Context: an optimization exercise on an open-source flow, tuned for small area, a short achievable clock period and few clock cycles per item. The choices shown serve that exercise and are no tape-out recipe.
In this exercise RTL edits were held to simulation tests only and were not proved equivalent to the original.
Power figures rest on the tool's default switching activity, not on a simulated workload.

==> inputs of job 3782 <==
==> flow/design.v <==
module regfile (
  input  logic        clk,
  input  logic        rst,
  input  logic        we,        
  input  logic [3:0]  wa,
  input  logic [31:0] wd,
  output logic [15:1] vld_next,  
  input  logic [15:1] sel1,
  input  logic        bp1,
  input  logic [31:0] bv1,
  input  logic [15:1] sel2,
  input  logic        bp2,
  input  logic [31:0] bv2,
  output logic [31:0] rd1,
  output logic [31:0] rd2
);
  logic [15:1][31:0] regs;
  logic [15:1]       vld;
  logic [15:1]       wsel;
  always_comb begin
    for (int k = 1; k < 16; k++) begin
      wsel[k]     = we && (wa == k);
      vld_next[k] = vld[k] | wsel[k];
    end
  end
  always_ff @(posedge clk) begin
    for (int k = 1; k < 16; k++) begin
      if (rst)           vld[k] <= 1'b0;
      else if (wsel[k])  vld[k] <= 1'b1;
      if (wsel[k])       regs[k] <= wd;
    end
  end
  always_comb begin
    rd1 = {32{bp1}} & bv1;
    rd2 = {32{bp2}} & bv2;
    for (int k = 1; k < 16; k++) begin
      rd1 = rd1 | ({32{sel1[k]}} & regs[k]);
      rd2 = rd2 | ({32{sel2[k]}} & regs[k]);
    end
  end
endmodule
module miniRV_top (
  input  logic        clk,
  input  logic        rst,
  output logic [31:0] imem_addr,
  input  logic [31:0] imem_rdata,
  output logic        dmem_we,
  output logic [31:0] dmem_addr,
  output logic [3:0]  dmem_wmask,
  output logic [31:0] dmem_wdata,
  input  logic [31:0] dmem_rdata,
  output logic        halt
);
  logic [31:2] pc;           
  logic [31:0] ir;           
  logic        x_wr;         
  logic        x_ld;         
  logic        x_st;         
  logic        x_jmp;        
  logic        x_add;        
  logic        x_lui;
  logic [3:0]  x_rd;
  logic [15:1] sel1, sel2;   
  logic        fw1, fw2;     
  logic        m_wr;         
  logic        m_ld;
  logic        m_lbu;
  logic [3:0]  m_rd;
  logic [31:0] m_res;        
  logic        st_q;
  logic [3:0]  wmask_q;
  logic [31:0] wdata_q;
  logic        halt_q;
  assign imem_addr  = {pc, 2'b00};
  assign dmem_we    = st_q;
  assign dmem_addr  = {m_res[31:2], 2'b00};
  assign dmem_wmask = wmask_q;
  assign dmem_wdata = wdata_q;
  assign halt       = halt_q;
  logic [31:0] wb;
  logic [7:0]  ld_byte;
  always_comb begin
    case (m_res[1:0])
      2'd0: ld_byte = dmem_rdata[7:0];
      2'd1: ld_byte = dmem_rdata[15:8];
      2'd2: ld_byte = dmem_rdata[23:16];
      default: ld_byte = dmem_rdata[31:24];
    endcase
    if (!m_ld)      wb = m_res;
    else if (m_lbu) wb = {24'd0, ld_byte};
    else            wb = dmem_rdata;
  end
  logic [15:1] vld_next;
  logic [31:0] v1, v2;
  regfile u_regfile (
    .clk      (clk),
    .rst      (rst),
    .we       (m_wr),
    .wa       (m_rd),
    .wd       (wb),
    .vld_next (vld_next),
    .sel1     (sel1),
    .bp1      (fw1),
    .bv1      (m_res),
    .sel2     (sel2),
    .bp2      (fw2),
    .bv2      (m_res),
    .rd1      (v1),
    .rd2      (v2)
  );
  logic [31:0] fi;
  assign fi = imem_rdata;
  logic f_lui, f_jalr, f_ebreak, f_add, f_store, f_load;
  assign f_lui    = ~fi[6] &  fi[2];
  assign f_jalr   =  fi[6] & ~fi[4];
  assign f_ebreak =  fi[6] &  fi[4];
  assign f_add    = ~fi[6] &  fi[5] & fi[4] & ~fi[2];
  assign f_store  = ~fi[6] &  fi[5] & ~fi[4];
  assign f_load   = ~fi[5] & ~fi[4];
  logic [3:0] f_rs1, f_rs2, f_rd;
  assign f_rd  = fi[10:7];
  assign f_rs1 = fi[18:15];
  assign f_rs2 = fi[23:20];
  logic f_use1, f_use2;
  assign f_use1 = ~f_lui;
  assign f_use2 = f_add | f_store;
  logic stall;
  assign stall = x_wr & x_ld & ((f_use1 & (f_rs1 == x_rd)) | (f_use2 & (f_rs2 == x_rd)));
  logic f_fw1, f_fw2;
  assign f_fw1 = x_wr & ~x_ld & (f_rs1 == x_rd) & f_use1;
  assign f_fw2 = x_wr & ~x_ld & (f_rs2 == x_rd);
  logic [15:1] f_sel1, f_sel2;
  always_comb begin
    for (int k = 1; k < 16; k++) begin
      f_sel1[k] = (f_rs1 == k) && vld_next[k] && !f_fw1 && f_use1;
      f_sel2[k] = (f_rs2 == k) && vld_next[k] && !f_fw2;
    end
  end
  logic [31:0] imm;
  assign imm[31:12] = x_lui ? ir[31:12] : {20{ir[31]}};
  assign imm[11:5]  = x_lui ? 7'd0 : ir[31:25];
  assign imm[4:0]   = x_lui ? 5'd0 : (x_st ? ir[11:7] : ir[24:20]);
  logic [31:0] opb, sum;
  assign opb = x_add ? v2 : imm;
  assign sum = v1 + opb;
  logic f_go;    
  assign f_go = ~stall & ~x_jmp;
  always_ff @(posedge clk) begin
    if (rst) begin
      x_wr   <= 1'b0;
      x_st   <= 1'b0;
      x_jmp  <= 1'b0;
      halt_q <= 1'b0;
      m_wr   <= 1'b0;
      st_q   <= 1'b0;
    end else begin
      x_wr   <= f_go & ~f_store & (f_rd != 4'd0);
      x_st   <= f_go & f_store;
      x_jmp  <= f_go & f_jalr;
      halt_q <= f_go & f_ebreak;
      m_wr   <= x_wr;
      st_q   <= x_st;
    end
  end
  logic        pc_en;
  logic [31:2] pc_d;
  assign pc_en = rst | x_jmp | ~stall;
  assign pc_d  = ({30{rst}} & 30'h2000_0000)
               | ({30{~rst & x_jmp}} & sum[31:2])
               | ({30{~rst & ~x_jmp}} & (pc + 30'd1));
  always_ff @(posedge clk) begin
    if (pc_en) pc <= pc_d;
  end
  always_ff @(posedge clk) begin
    ir    <= fi;
    x_ld  <= f_load;
    x_add <= f_add;
    x_lui <= f_lui;
    x_rd  <= f_rd;
    sel1  <= f_sel1;
    sel2  <= f_sel2;
    fw1   <= f_fw1;
    fw2   <= f_fw2;
    m_ld    <= x_ld;
    m_lbu   <= ir[14];
    m_rd    <= x_rd;
    m_res   <= x_jmp ? {pc, 2'b00} : sum;
    wmask_q <= ir[13] ? 4'b1111 : (4'b0001 << sum[1:0]);
    wdata_q <= ir[13] ? v2 : {4{v2[7:0]}};
  end
endmodule
==> flow/flow/run.sh <==
#!/bin/bash
# Layout flow: the standard ORFS flow (standard.sh, unchanged synthesis) with
#  - timing repair asked to leave a setup margin, so that the layout is optimised for a
#    period well below the design's 13 ns (the SDC itself is not changed),
#  - port buffers of a plain buffer cell (buf_2) instead of the delay-buffer cell that
#    buffer_ports picks by default, and sizing not limited to same-footprint cells,
#    so that the port buffers can be sized like any other cell,
#  - clock tree sinks clustered 30 to a buffer within 60 um, with no dummy loads.
# make's full output goes to standard.log in the work folder; ORFS's per-step logs are
# under orfs/logs/.
set -euo pipefail
export SETUP_SLACK_MARGIN=${FLOW_SETUP_MARGIN:-9.3}
export CTS_ARGS="-sink_clustering_enable -repair_clock_nets -dont_use_dummy_load -sink_clustering_size 30 -sink_clustering_max_diameter 60"
export BUFFER_PORTS_ARGS="-buffer_cell sky130_fd_sc_hd__buf_2"
bash standard.sh MATCH_CELL_FOOTPRINT=0 finish > standard.log 2>&1
==> flow/standard.sh <==
#!/bin/bash
# synth_recipe.tcl (not shown) runs the flow's synth.tcl, then flattens the netlist and writes it again
# the make line also repeats each setting of config.mk as NAME=value (left out here)
make -C /OpenROAD-flow-scripts/flow DESIGN_CONFIG=/design/flow/config.mk WORK_HOME=/design/flow/orfs CLKGATE_MAP_FILE= SYNTH_SCRIPT=/design/flow/synth_recipe.tcl "${@:-finish}"
==> flow/config.mk <==
export PLATFORM = sky130hd
export DESIGN_NAME = miniRV_top
export DESIGN_NICKNAME = miniRV_top
export VERILOG_FILES = /design/flow/design.v
export SDC_FILE = /design/flow/constraint.sdc
export NUM_CORES = 4
export LEC_CHECK = 0
export CAP_MARGIN = 20
export CORE_MARGIN = 2
export CORE_UTILIZATION = 60
export SLEW_MARGIN = 20
==> flow/constraint.sdc <==
create_clock -name core_clock -period 13.0 [get_ports {clk}]
set_input_delay 2.6000 -clock core_clock [delete_from_list [all_inputs] [get_ports {clk}]]
set_output_delay 2.6000 -clock core_clock [all_outputs]
set_load 0.01 [all_outputs]
==> job 8599: changes against job 3782 <==
--- a/flow/flow/run.sh
+++ b/flow/flow/run.sh
@@ -11,3 +11,3 @@
 set -euo pipefail
-export SETUP_SLACK_MARGIN=${FLOW_SETUP_MARGIN:-9.3}
+export SETUP_SLACK_MARGIN=${FLOW_SETUP_MARGIN:-9.0}
 export CTS_ARGS="-sink_clustering_enable -repair_clock_nets -dont_use_dummy_load -sink_clustering_size 30 -sink_clustering_max_diameter 60"
--- a/flow/config.mk
+++ b/flow/config.mk
@@ -9,3 +9,3 @@
 export CORE_MARGIN = 2
-export CORE_UTILIZATION = 60
+export CORE_UTILIZATION = 70
 export SLEW_MARGIN = 20
==> job 3667: changes against job 3782 <==
==> flow/flow/run.sh (replaced) <==
#!/bin/bash
# Layout flow: the standard ORFS flow (standard.sh, unchanged synthesis) with
#  - timing repair asked to leave a setup margin, so that the layout is optimised for a
#    period well below the design's 13 ns (the SDC itself is not changed),
#  - port buffers of a plain buffer cell (buf_4) instead of the delay-buffer cell that
#    buffer_ports picks by default, and sizing not limited to same-footprint cells,
#    so that the port buffers can be sized like any other cell.
# make's full output goes to standard.log in the work folder; ORFS's per-step logs are
# under orfs/logs/.
set -euo pipefail
export SETUP_SLACK_MARGIN=${FLOW_SETUP_MARGIN:-9.0}
export BUFFER_PORTS_ARGS="-buffer_cell sky130_fd_sc_hd__buf_4"
bash standard.sh MATCH_CELL_FOOTPRINT=0 finish > standard.log 2>&1
==> key figures <==
Run status
  – Status: no timing/DRC/antenna violations

Pwr
  – Power share of the combinational group: 0.100
  – Power Density: 115 nW/µm²

STA
  – Final hold slack: 0.417 ns
  – Slew headroom: 0.299

Worst setup path
  – Worst setup endpoint: pc[25]

Final layout
  – Post-Layout Cell Count: 3182
  – Multi-input logic area: 10600 µm²

Floorplan
  – # rows: 80

Clock tree
  – Worst skew pair latency: 0.62 ns
  – Clock H-tree levels: 2

Drt
  – WL final: 123 mm
Source of the figures above: job 3782

==> key figures <==
Clock tree
  – Clock H-tree levels: 3

Floorplan
  – # rows: 80
  – Die H: 223 µm

Run status
  – Status: no timing/DRC/antenna violations

Drt
  – WL final: 114 mm

Worst setup path
  – Setup crit start kind: flip-flop
  – Worst setup endpoint: pc[30]

Pwr
  – Power share of the combinational group: 0.071
  – Power Density: 136 nW/µm²

Final layout
  – Post-Layout Cell Count: 3095
  – Most frequent cells in the layout: edfxtp_1, buf_4, a22o_1

STA
  – Slew headroom: 0.264
  – Final hold slack: 0.395 ns

Synthesis
  – Area share of xor/xnor cells in the synthesized design: 0.0195

Global routing
  – First-pass GRT wire length: 155 mm
Source of the figures above: job 3667

==> key figures <==
Worst setup path
  – Worst setup endpoint: pc[30]

Final layout
  – Ratio of cells with drive above 1 in the final layout: 0.216
  – Multi-input logic area: 10100 µm²
  – Clock network area share: 0.0287
  – Post-Layout Cell Count: 2954
  – Commonest non-fill, non-tap cell in the layout: edfxtp_1

Floorplan
  – CORE AREA: 40700 µm²
  – # rows: 74

Clock tree
  – CTS buffer count: 38
  – Clock H-tree levels: 2

Pwr
  – Power Density: 119 nW/µm²
  – Power share of the combinational group: 0.081
  – Flop pwr share: 0.621

Synthesis
  – Cell area after synthesis: 28800 µm²

Run status
  – Status: no timing/DRC/antenna violations

STA
  – Slew headroom: 0.313
  – Final hold slack: 0.407 ns
Source of the figures above: job 8599

Testbench counts of job 3782, summed over its fixed seeds: cycles 33,477, instructions 31,279.
Testbench counts of job 8599, summed over its fixed seeds: cycles 33,477, instructions 31,279.
Testbench counts of job 3667, summed over its fixed seeds: cycles 33,477, instructions 31,279.

==> what the ideal ports hide <==
Ports are ideal in the flow. The routed layouts listed here were re-timed in OpenROAD.
Step 1 (the two cells are an assumption about what drives the block):
set clk [get_ports {clk}]
set_driving_cell -lib_cell sky130_fd_sc_hd__clkbuf_16 $clk
set_driving_cell -lib_cell sky130_fd_sc_hd__buf_2 [delete_from_list [all_inputs] $clk]
Step 2 adds t to the input delays and takes it off the output delays; t is the mean of the earliest and latest rising clock arrival at the registers after step 1. Input paths then give back, and output paths get back, about the clock's delay inside the block.
Three values: ideal, step 1, step 2; two values: the first two.
| run | t (ns) | slack for setup (ns) | worst hold slack (ns) | worst setup path after step 2 |
|---|---|---|---|---|
| job 3782 | 0.645 | 8.952 / 8.952 / 8.743 | 0.417 / 0.417 / 0.417 | input to register |
| job 8599 | 0.644 | 8.811 / 8.811 / 8.549 | 0.407 / 0.407 / 0.407 | input to register |
| job 3667 | 0.672 | 8.693 / 8.693 / 8.550 | 0.395 / 0.395 / 0.395 | input to register |
After both steps every run listed still meets setup and hold. The setup slack of job 8599, which loses most, moves by 0.000 ns with the drivers and by -0.262 ns with both steps.
